From an optimization exercise on the open Yosys and OpenROAD flow, aimed at small area and a short achievable clock period; shortcuts taken in it are not production practice. Where RTL was checked, it was by simulation tests only, not by an equivalence proof against the original.

==> module SW2dec, before the edit <==
module SW2dec (switches, dec, leds);
	input  [9:0] switches;
	output [9:0] leds;
	output [3:0] dec;
	wire [9:0] s = switches;
	wire n01 = ~(s[0] | s[1]);
	wire n23 = ~(s[2] | s[3]);
	wire n45 = ~(s[4] | s[5]);
	wire n67 = ~(s[6] | s[7]);
	wire n89 = ~(s[8] | s[9]);
	assign leds[0] = s[0] | (n01 & n23 & n45 & n67 & n89);
	assign leds[1] = s[1] & ~s[0];
	assign leds[2] = s[2] & n01;
	assign leds[3] = s[3] & ~s[2] & n01;
	assign leds[4] = s[4] & n01 & n23;
	assign leds[5] = s[5] & ~s[4] & n01 & n23;
	assign leds[6] = s[6] & n01 & n23 & n45;
	assign leds[7] = s[7] & ~s[6] & n01 & n23 & n45;
	assign leds[8] = s[8] & n01 & n23 & n45 & n67;
	assign leds[9] = s[9] & ~s[8] & n01 & n23 & n45 & n67;
	assign dec[0] = |(leds & 10'b0001101100);
	assign dec[1] = |(leds & 10'b1111101100);
	assign dec[2] = |(leds & 10'b0010001110);
	assign dec[3] = |(leds & 10'b1010111010);
endmodule
==> module project3Top, before the edit <==
module project3Top(CLOCK_50, SW, KEY, LED, HEX0, HEX1, HEX2, HEX3, HEX4, HEX5);
	input        CLOCK_50;
	input  [9:0] SW;
	input  [2:0] KEY;
	output [9:0] LED;
	output [6:0] HEX0, HEX1, HEX2, HEX3, HEX4, HEX5;
	wire        reset;
	wire [3:0]  push_num;
	reg  [23:0] num;      
	reg         mode;     
	reg  [3:0]  ks;       
	reg  [11:0] y;        
	assign reset = KEY[1];
	SW2dec F1 (.switches(SW), .dec(push_num), .leds(LED));
	seven_seg_driver S0(num[3:0],HEX0);
	seven_seg_driver S1(num[7:4],HEX1);
	seven_seg_driver S2(num[11:8],HEX2);
	seven_seg_driver S3(num[15:12],HEX3);
	seven_seg_driver S4(num[19:16],HEX4);
	seven_seg_driver S5(num[23:20],HEX5);
	wire push = ks[3];
	wire sqrt = ks[1];
	wire [1:0] push_next = {ks[2] & KEY[2], ~ks[3] & ~KEY[2]};
	wire [1:0] sqrt_next = {ks[0] & KEY[0], ~ks[1] & ~KEY[0]};
	wire [15:0] diff;
	wire        b1, b3;
	newton F2 (.r(num[15:0]), .y(y), .d(diff), .b1(b1), .b3(b3));
	wire [3:0] ph = ks;
	wire sub   = (ph == 4'd2) | (ph == 4'd4) | (ph == 4'd6);
	wire ge    = (ph == 4'd2) ? ~b1 : (~b3 | ((ph == 4'd6) & num[16]));
	wire take  = mode & sub & ge;
	wire rot   = (ph <= 4'd5);
	wire outd  = (ph >= 4'd9) & (ph <= 4'd11);
	wire ysh   = (ph == 4'd1) | (ph == 4'd3) | (ph == 4'd5) | (ph == 4'd9) | (ph == 4'd10);
	wire done  = (ph == 4'd12);
	wire shift = ~mode ? (push & ~sqrt & (num[23:20] == 4'd0)) : (~take & ~done);
	wire [3:0] qd, top_bcd;
	qdig Q (.u({y[11], y[10:8]}), .c(qd));
	conv C (.c(num[23:20]), .d(top_bcd));
	wire [3:0] ins = ~mode ? push_num : rot ? top_bcd : outd ? qd : 4'd0;
	always @(posedge CLOCK_50 or negedge reset) begin
		if (reset == 1'b0) begin
			mode <= 1'b0;
			ks   <= 4'd0;
			num  <= 24'h000000;
		end else begin
			if (~mode) begin
				if (sqrt) begin
					mode <= 1'b1;
					ks   <= 4'd0;
				end else
					ks <= {push_next, sqrt_next};
			end else if (~take & ~done)
				ks <= ks + 4'd1;
			if (shift)
				num <= {num[19:0], ins};
			else if (take) begin
				num[15:0] <= diff;
				num[16]   <= num[16] & ~b3;
			end
		end
	end
	always @(posedge CLOCK_50) begin
		if (~mode)
			y <= 12'd0;            
		else if (take) begin
			y[2:0] <= (y[2:0] == 3'd4) ? 3'd0 : y[2:0] + 3'd1;
			y[3]   <= y[3] | (y[2:0] == 3'd4);
		end else if (ysh)
			y <= {y[7], y[6:3], y[2:0], 1'b0, 3'd0};
	end
endmodule
clock: 120.0 ns
lec_check: 0
abc_clock_period_in_ps: 120000
cap_margin: 20
core_margin: 2
core_utilization: 40
setup_slack_margin: 5
slew_margin: 20
standard.sh (not shown) runs the stock make flow with config.mk's settings and CLKGATE_MAP_FILE= SYNTH_SCRIPT=/design/flow/synth_recipe.tcl, a recipe that flattens the netlist after the stock synthesis.
==> flow/flow/run.sh <==
#!/bin/bash
# Own layout flow: the standard ORFS flow, with these changes:
#  - synthesis maps logic with ABC scripts of our own (flow/abc_pass.tcl):
#    delay-oriented for the SW -> LED cone, area-oriented for the rest,
#    and without the half/full-adder cell extraction;
#  - the port buffers are buf_1 cells;
#  - clock tree synthesis adds no dummy loads.
# Registers, floorplan, power grid, placement and routing are the standard flow's.
set -euo pipefail
W=$(pwd)
F=$W/flow

# ORFS's synth.tcl, with its abc call replaced by flow/abc_pass.tcl
sed 's#^\( *\)log_cmd abc {\*}$abc_args#\1set ::own_flow_dir '"$F"'\n\1source '"$F"'/abc_pass.tcl#' \
  "$FLOW_HOME/scripts/synth.tcl" > "$W/own_synth.tcl"
grep -q "abc_pass.tcl" "$W/own_synth.tcl"
sed 's#source \$::env(SCRIPTS_DIR)/synth.tcl#source '"$W"'/own_synth.tcl#' "$W/synth_recipe.tcl" > "$W/own_synth_recipe.tcl"
grep -q own_synth.tcl "$W/own_synth_recipe.tcl"

bash "$W/standard.sh" ADDER_MAP_FILE= SYNTH_SCRIPT="$W/own_synth_recipe.tcl" \
  "BUFFER_PORTS_ARGS=-buffer_cell sky130_fd_sc_hd__buf_1" \
  "CTS_ARGS=-sink_clustering_enable -repair_clock_nets -dont_use_dummy_load" finish > "$W/orfs_flow.log" 2>&1
==> flow/flow/abc.script <==
strash
&get -n
&deepsyn -J 1000
&put
dch -f
amap
topo
==> flow/flow/abc_fast.script <==
strash
dch -f
map {D}
topo
buffer -p
upsize {D}
dnsize {D}
==> flow/flow/abc_pass.tcl <==
# Replaces ORFS's single abc call (sourced from own_synth.tcl).
# The LED outputs' cone (combinational from SW, the paths that set the
# achieved period) gets a delay-oriented mapping; the rest an area one.
set fast_args [lreplace $abc_args 1 1 $::own_flow_dir/abc_fast.script]
set i [lsearch -exact $fast_args -D]
if {$i >= 0} { set fast_args [lreplace $fast_args $i [expr {$i+1}]] }
lappend fast_args -D 100
log_cmd abc {*}$fast_args w:LED %ci*
set abc_args [lreplace $abc_args 1 1 $::own_flow_dir/abc.script]
log_cmd abc {*}$abc_args
Rerun with:
--- a/flow/design.v
+++ b/flow/design.v
@@ -1,24 +1,16 @@
 module SW2dec (switches, dec, leds);
 	input  [9:0] switches;
 	output [9:0] leds;
 	output [3:0] dec;
-	wire [9:0] s = switches;
-	wire n01 = ~(s[0] | s[1]);
-	wire n23 = ~(s[2] | s[3]);
-	wire n45 = ~(s[4] | s[5]);
-	wire n67 = ~(s[6] | s[7]);
-	wire n89 = ~(s[8] | s[9]);
-	assign leds[0] = s[0] | (n01 & n23 & n45 & n67 & n89);
-	assign leds[1] = s[1] & ~s[0];
-	assign leds[2] = s[2] & n01;
-	assign leds[3] = s[3] & ~s[2] & n01;
-	assign leds[4] = s[4] & n01 & n23;
-	assign leds[5] = s[5] & ~s[4] & n01 & n23;
-	assign leds[6] = s[6] & n01 & n23 & n45;
-	assign leds[7] = s[7] & ~s[6] & n01 & n23 & n45;
-	assign leds[8] = s[8] & n01 & n23 & n45 & n67;
-	assign leds[9] = s[9] & ~s[8] & n01 & n23 & n45 & n67;
+	wire [9:0] below;    
+	assign below[0] = 1'b0;
+	genvar k;
+	generate for (k = 1; k < 10; k = k + 1) begin : pre
+		assign below[k] = below[k-1] | switches[k-1];
+	end endgenerate
+	assign leds[0]   = switches[0] | ~(below[9] | switches[9]);
+	assign leds[9:1] = switches[9:1] & ~below[9:1];
 	assign dec[0] = |(leds & 10'b0001101100);
 	assign dec[1] = |(leds & 10'b1111101100);
 	assign dec[2] = |(leds & 10'b0010001110);
 	assign dec[3] = |(leds & 10'b1010111010);
@@ -110,15 +102,15 @@
 	wire [15:0] diff;
 	wire        b1, b3;
 	newton F2 (.r(num[15:0]), .y(y), .d(diff), .b1(b1), .b3(b3));
 	wire [3:0] ph = ks;
-	wire sub   = (ph == 4'd2) | (ph == 4'd4) | (ph == 4'd6);
-	wire ge    = (ph == 4'd2) ? ~b1 : (~b3 | ((ph == 4'd6) & num[16]));
+	wire sub   = ~ph[3] & ~ph[0] & (ph[2] | ph[1]);            
+	wire ge    = ~ph[2] ? ~b1 : (~b3 | (ph[1] & num[16]));     
 	wire take  = mode & sub & ge;
-	wire rot   = (ph <= 4'd5);
-	wire outd  = (ph >= 4'd9) & (ph <= 4'd11);
-	wire ysh   = (ph == 4'd1) | (ph == 4'd3) | (ph == 4'd5) | (ph == 4'd9) | (ph == 4'd10);
-	wire done  = (ph == 4'd12);
+	wire rot   = ~ph[3] & ~(ph[2] & ph[1]);                    
+	wire outd  = ph[3] & ~ph[2] & (ph[1] | ph[0]);             
+	wire ysh   = (rot & ph[0]) | outd;                           
+	wire done  = ph[3] & ph[2];                                
 	wire shift = ~mode ? (push & ~sqrt & (num[23:20] == 4'd0)) : (~take & ~done);
 	wire [3:0] qd, top_bcd;
 	qdig Q (.u({y[11], y[10:8]}), .c(qd));
 	conv C (.c(num[23:20]), .d(top_bcd));
=> The new run went through all stages and came out clean; final cell count increases by about 0.8%; hold slack gets worse by 7.2 ps; cell area is higher by 0.85%; fmax falls by 0.54%; core utilization is higher by 0.13 points; worst setup slack got worse by 270 ps; area after synthesis went up by 0.86%; wire length grows by 1.0%; die area came out higher by 0.83%; clock-buffer cell count does not change; global-route usage rose by 0.32 points; flip-flop and latch count stays the same; via count grows by about 2.5%.
Only the layout flow was run in the second run of this note; the RTL was not checked for function there.

== MS ==
The RTL this note starts from:
==> flow/design.v <==
module SW2dec (switches, dec, leds);
	input  [9:0] switches;
	output [9:0] leds;
	output [3:0] dec;
	wire [9:0] below;    
	assign below[0] = 1'b0;
	genvar k;
	generate for (k = 1; k < 10; k = k + 1) begin : pre
		assign below[k] = below[k-1] | switches[k-1];
	end endgenerate
	assign leds[0]   = switches[0] | ~(below[9] | switches[9]);
	assign leds[9:1] = switches[9:1] & ~below[9:1];
	assign dec[0] = |(leds & 10'b0001101100);
	assign dec[1] = |(leds & 10'b1111101100);
	assign dec[2] = |(leds & 10'b0010001110);
	assign dec[3] = |(leds & 10'b1010111010);
endmodule
module seven_seg_driver(din, HEX);
	input [3:0] din;
	output [6:0] HEX;
	assign HEX[0] = (din[3] & ~din[1]);
	assign HEX[1] = (~din[2] & din[0]);
	assign HEX[2] = (~din[3] & din[2]);
	assign HEX[3] = (din[3] & ~din[0]);
	assign HEX[4] = (din[3]);
	assign HEX[5] = (din[2]);
	assign HEX[6] = (~din[3] & ~din[1]) | (din[2] & ~din[0]);
endmodule
module keypressed(clock, reset, enable_in, enable_out);
	input  clock;
	input  reset;        
	input  enable_in;    
	output enable_out;
	reg [1:0] key_state;    
	always @(posedge clock or negedge reset) begin
		if (reset == 1'b0)
			key_state <= 2'b00;
		else begin
			key_state[0] <= ~key_state[1] & ~enable_in;
			key_state[1] <= key_state[0] & enable_in;
		end
	end
	assign enable_out = key_state[1];
endmodule
module newton(r, y, d, b1, b3);
	input  [15:0] r;
	input  [11:0] y;
	output [15:0] d;
	output b1, b3;
	wire [15:0] ye = {3'b000, y[11], y[10:3], y[2:0], 1'b1};
	wire [4:0] bo;
	assign bo[0] = 1'b0;
	genvar i;
	generate for (i = 0; i < 4; i = i + 1) begin : dig
		wire [4:0] t = {1'b0, r[4*i+3:4*i]} - {1'b0, ye[4*i+3:4*i]} - bo[i];
		assign bo[i+1] = t[4];
		assign d[4*i+3:4*i] = t[4] ? t[3:0] + 4'd10 : t[3:0];
	end endgenerate
	assign b1 = bo[2];
	assign b3 = bo[4];
endmodule
module conv(c, d);
	input [3:0] c;
	output [3:0] d;
	assign d[0] = (c[3] & c[1]) | (c[2] & ~c[0]);
	assign d[1] = (~c[3] & c[0]) | (c[2] & c[1]);
	assign d[2] = (~c[2] & c[0]) | (c[3] & ~c[2] & ~c[1]) | (c[2] & c[1] & ~c[0]);
	assign d[3] = (~c[2] & c[1] & ~c[0]);
endmodule
module qdig(u, c);
	input [3:0] u;
	output [3:0] c;
	assign c[0] = (~u[3] & u[1]) | (u[3] & ~u[2] & ~u[1]);
	assign c[1] = (u[1]) | (u[3]);
	assign c[2] = (~u[3] & u[0]) | (u[1] & ~u[0]);
	assign c[3] = (~u[3] & u[0]) | (u[2]) | (u[3] & ~u[0]);
endmodule
module project3Top(CLOCK_50, SW, KEY, LED, HEX0, HEX1, HEX2, HEX3, HEX4, HEX5);
	input        CLOCK_50;
	input  [9:0] SW;
	input  [2:0] KEY;
	output [9:0] LED;
	output [6:0] HEX0, HEX1, HEX2, HEX3, HEX4, HEX5;
	wire        reset;
	wire [3:0]  push_num;
	reg  [23:0] num;      
	reg         mode;     
	reg  [3:0]  ks;       
	reg  [11:0] y;        
	assign reset = KEY[1];
	SW2dec F1 (.switches(SW), .dec(push_num), .leds(LED));
	seven_seg_driver S0(num[3:0],HEX0);
	seven_seg_driver S1(num[7:4],HEX1);
	seven_seg_driver S2(num[11:8],HEX2);
	seven_seg_driver S3(num[15:12],HEX3);
	seven_seg_driver S4(num[19:16],HEX4);
	seven_seg_driver S5(num[23:20],HEX5);
	wire push = ks[3];
	wire sqrt = ks[1];
	wire [1:0] push_next = {ks[2] & KEY[2], ~ks[3] & ~KEY[2]};
	wire [1:0] sqrt_next = {ks[0] & KEY[0], ~ks[1] & ~KEY[0]};
	wire [15:0] diff;
	wire        b1, b3;
	newton F2 (.r(num[15:0]), .y(y), .d(diff), .b1(b1), .b3(b3));
	wire [3:0] ph = ks;
	wire sub   = (ph == 4'd2) | (ph == 4'd4) | (ph == 4'd6);
	wire ge    = (ph == 4'd2) ? ~b1 : (~b3 | ((ph == 4'd6) & num[16]));
	wire take  = mode & sub & ge;
	wire rot   = (ph <= 4'd5);
	wire outd  = (ph >= 4'd9) & (ph <= 4'd11);
	wire ysh   = (ph == 4'd1) | (ph == 4'd3) | (ph == 4'd5) | (ph == 4'd9) | (ph == 4'd10);
	wire done  = (ph == 4'd12);
	wire shift = ~mode ? (push & ~sqrt & (num[23:20] == 4'd0)) : (~take & ~done);
	wire [3:0] qd, top_bcd;
	qdig Q (.u({y[11], y[10:8]}), .c(qd));
	conv C (.c(num[23:20]), .d(top_bcd));
	wire [3:0] ins = ~mode ? push_num : rot ? top_bcd : outd ? qd : 4'd0;
	always @(posedge CLOCK_50 or negedge reset) begin
		if (reset == 1'b0) begin
			mode <= 1'b0;
			ks   <= 4'd0;
			num  <= 24'h000000;
		end else begin
			if (~mode) begin
				if (sqrt) begin
					mode <= 1'b1;
					ks   <= 4'd0;
				end else
					ks <= {push_next, sqrt_next};
			end else if (~take & ~done)
				ks <= ks + 4'd1;
			if (shift)
				num <= {num[19:0], ins};
			else if (take) begin
				num[15:0] <= diff;
				num[16]   <= num[16] & ~b3;
			end
		end
	end
	always @(posedge CLOCK_50) begin
		if (~mode)
			y <= 12'd0;            
		else if (take) begin
			y[2:0] <= (y[2:0] == 3'd4) ? 3'd0 : y[2:0] + 3'd1;
			y[3]   <= y[3] | (y[2:0] == 3'd4);
		end else if (ysh)
			y <= {y[7], y[6:3], y[2:0], 1'b0, 3'd0};
	end
endmodule
==> flow/config.mk <==
export PLATFORM = sky130hd
export DESIGN_NAME = project3Top
export DESIGN_NICKNAME = project3Top
export VERILOG_FILES = /design/flow/design.v
export SDC_FILE = /design/flow/constraint.sdc
export NUM_CORES = 4
export LEC_CHECK = 0
export ABC_CLOCK_PERIOD_IN_PS = 120000
export CAP_MARGIN = 20
export CORE_MARGIN = 2
export CORE_UTILIZATION = 40
export SETUP_SLACK_MARGIN = 5
export SLEW_MARGIN = 20
==> flow/constraint.sdc <==
create_clock -name core_clock -period 120.0 [get_ports {CLOCK_50}]
set_input_delay 24.0000 -clock core_clock [delete_from_list [all_inputs] [get_ports {CLOCK_50}]]
set_output_delay 24.0000 -clock core_clock [all_outputs]
set_load 0.01 [all_outputs]
Scripts as last shown in full above: flow/flow/run.sh, flow/flow/abc.script, flow/flow/abc_fast.script, flow/flow/abc_pass.tcl
## Diff of input files: PW against MS
-- flow/design.v --
<<< MS, line 109
	wire rot   = (ph <= 4'd5);
	wire outd  = (ph >= 4'd9) & (ph <= 4'd11);
	wire ysh   = (ph == 4'd1) | (ph == 4'd3) | (ph == 4'd5) | (ph == 4'd9) | (ph == 4'd10);
	wire done  = (ph == 4'd12);
	wire shift = ~mode ? (push & ~sqrt & (num[23:20] == 4'd0)) : (~take & ~done);
>>> PW, line 109
	wire rot   = (ph <= 4'd5);
	wire outd  = (ph >= 4'd9) & (ph <= 4'd11);
	wire ysh   = ~mode | (ph == 4'd1) | (ph == 4'd3) | (ph == 4'd5) | (ph == 4'd9) | (ph == 4'd10);
	wire done  = (ph == 4'd12);
	wire shift = ~mode ? (push & ~sqrt & (num[23:20] == 4'd0)) : (~take & ~done);
<<< MS, line 139
	end
	always @(posedge CLOCK_50) begin
		if (~mode)
			y <= 12'd0;            
		else if (take) begin
			y[2:0] <= (y[2:0] == 3'd4) ? 3'd0 : y[2:0] + 3'd1;
			y[3]   <= y[3] | (y[2:0] == 3'd4);
>>> PW, line 139
	end
	always @(posedge CLOCK_50) begin
		if (take) begin
			y[2:0] <= (y[2:0] == 3'd4) ? 3'd0 : y[2:0] + 3'd1;
			y[3]   <= y[3] | (y[2:0] == 3'd4);
[summary]
- Sort MS and PW by first-pass GRT wire length asc -> top: MS
- Die area | PW > MS
- PW — via count 2.4% lower, MS as reference
- On worst setup margin: between MS and PW, it ends up lower for MS.
- MS -> PW: routed wire length decreased by a few percent
- Taking MS as the reference point, the headroom to the max-slew limit of PW rises by 17 points.
The RTL of PW was laid out without a check of its function.

## afterwards: timing with drivers on the ports
The results above use ideal ports. As a check the final layouts listed here were re-extracted and re-timed, cells and wires unchanged.
Step 1 sets driving cells, clkbuf_16 on the clock port and buf_2 on the other inputs (assumed; they add their load-dependent delay and slew).
Step 2, shift: input delay + t, output delay - t, t = (earliest + latest rising clock arrival at the registers) / 2. This alone moves slack from input paths to output paths.
a / b / c = no drivers / after step 1 / after step 2; a / b = the first two.
run | shift t [ns] | slack for setup (ns) | worst slew at a driven data input, ns
the first run of note 1 | 0.319 | 71.210 / 71.189 / 71.189 | 0.03
the second run of note 1 | 0.320 | 70.945 / 70.920 / 70.920 | 0.04
MS | 0.323 | 70.870 / 70.850 / 70.850 | 0.03
PW | 0.309 | 70.940 / 70.921 / 70.921 | 0.03
After both steps every run listed still meets setup and hold. The setup slack of the second run of note 1, which loses most, moves by -0.025 ns with the drivers and by -0.025 ns with both steps.
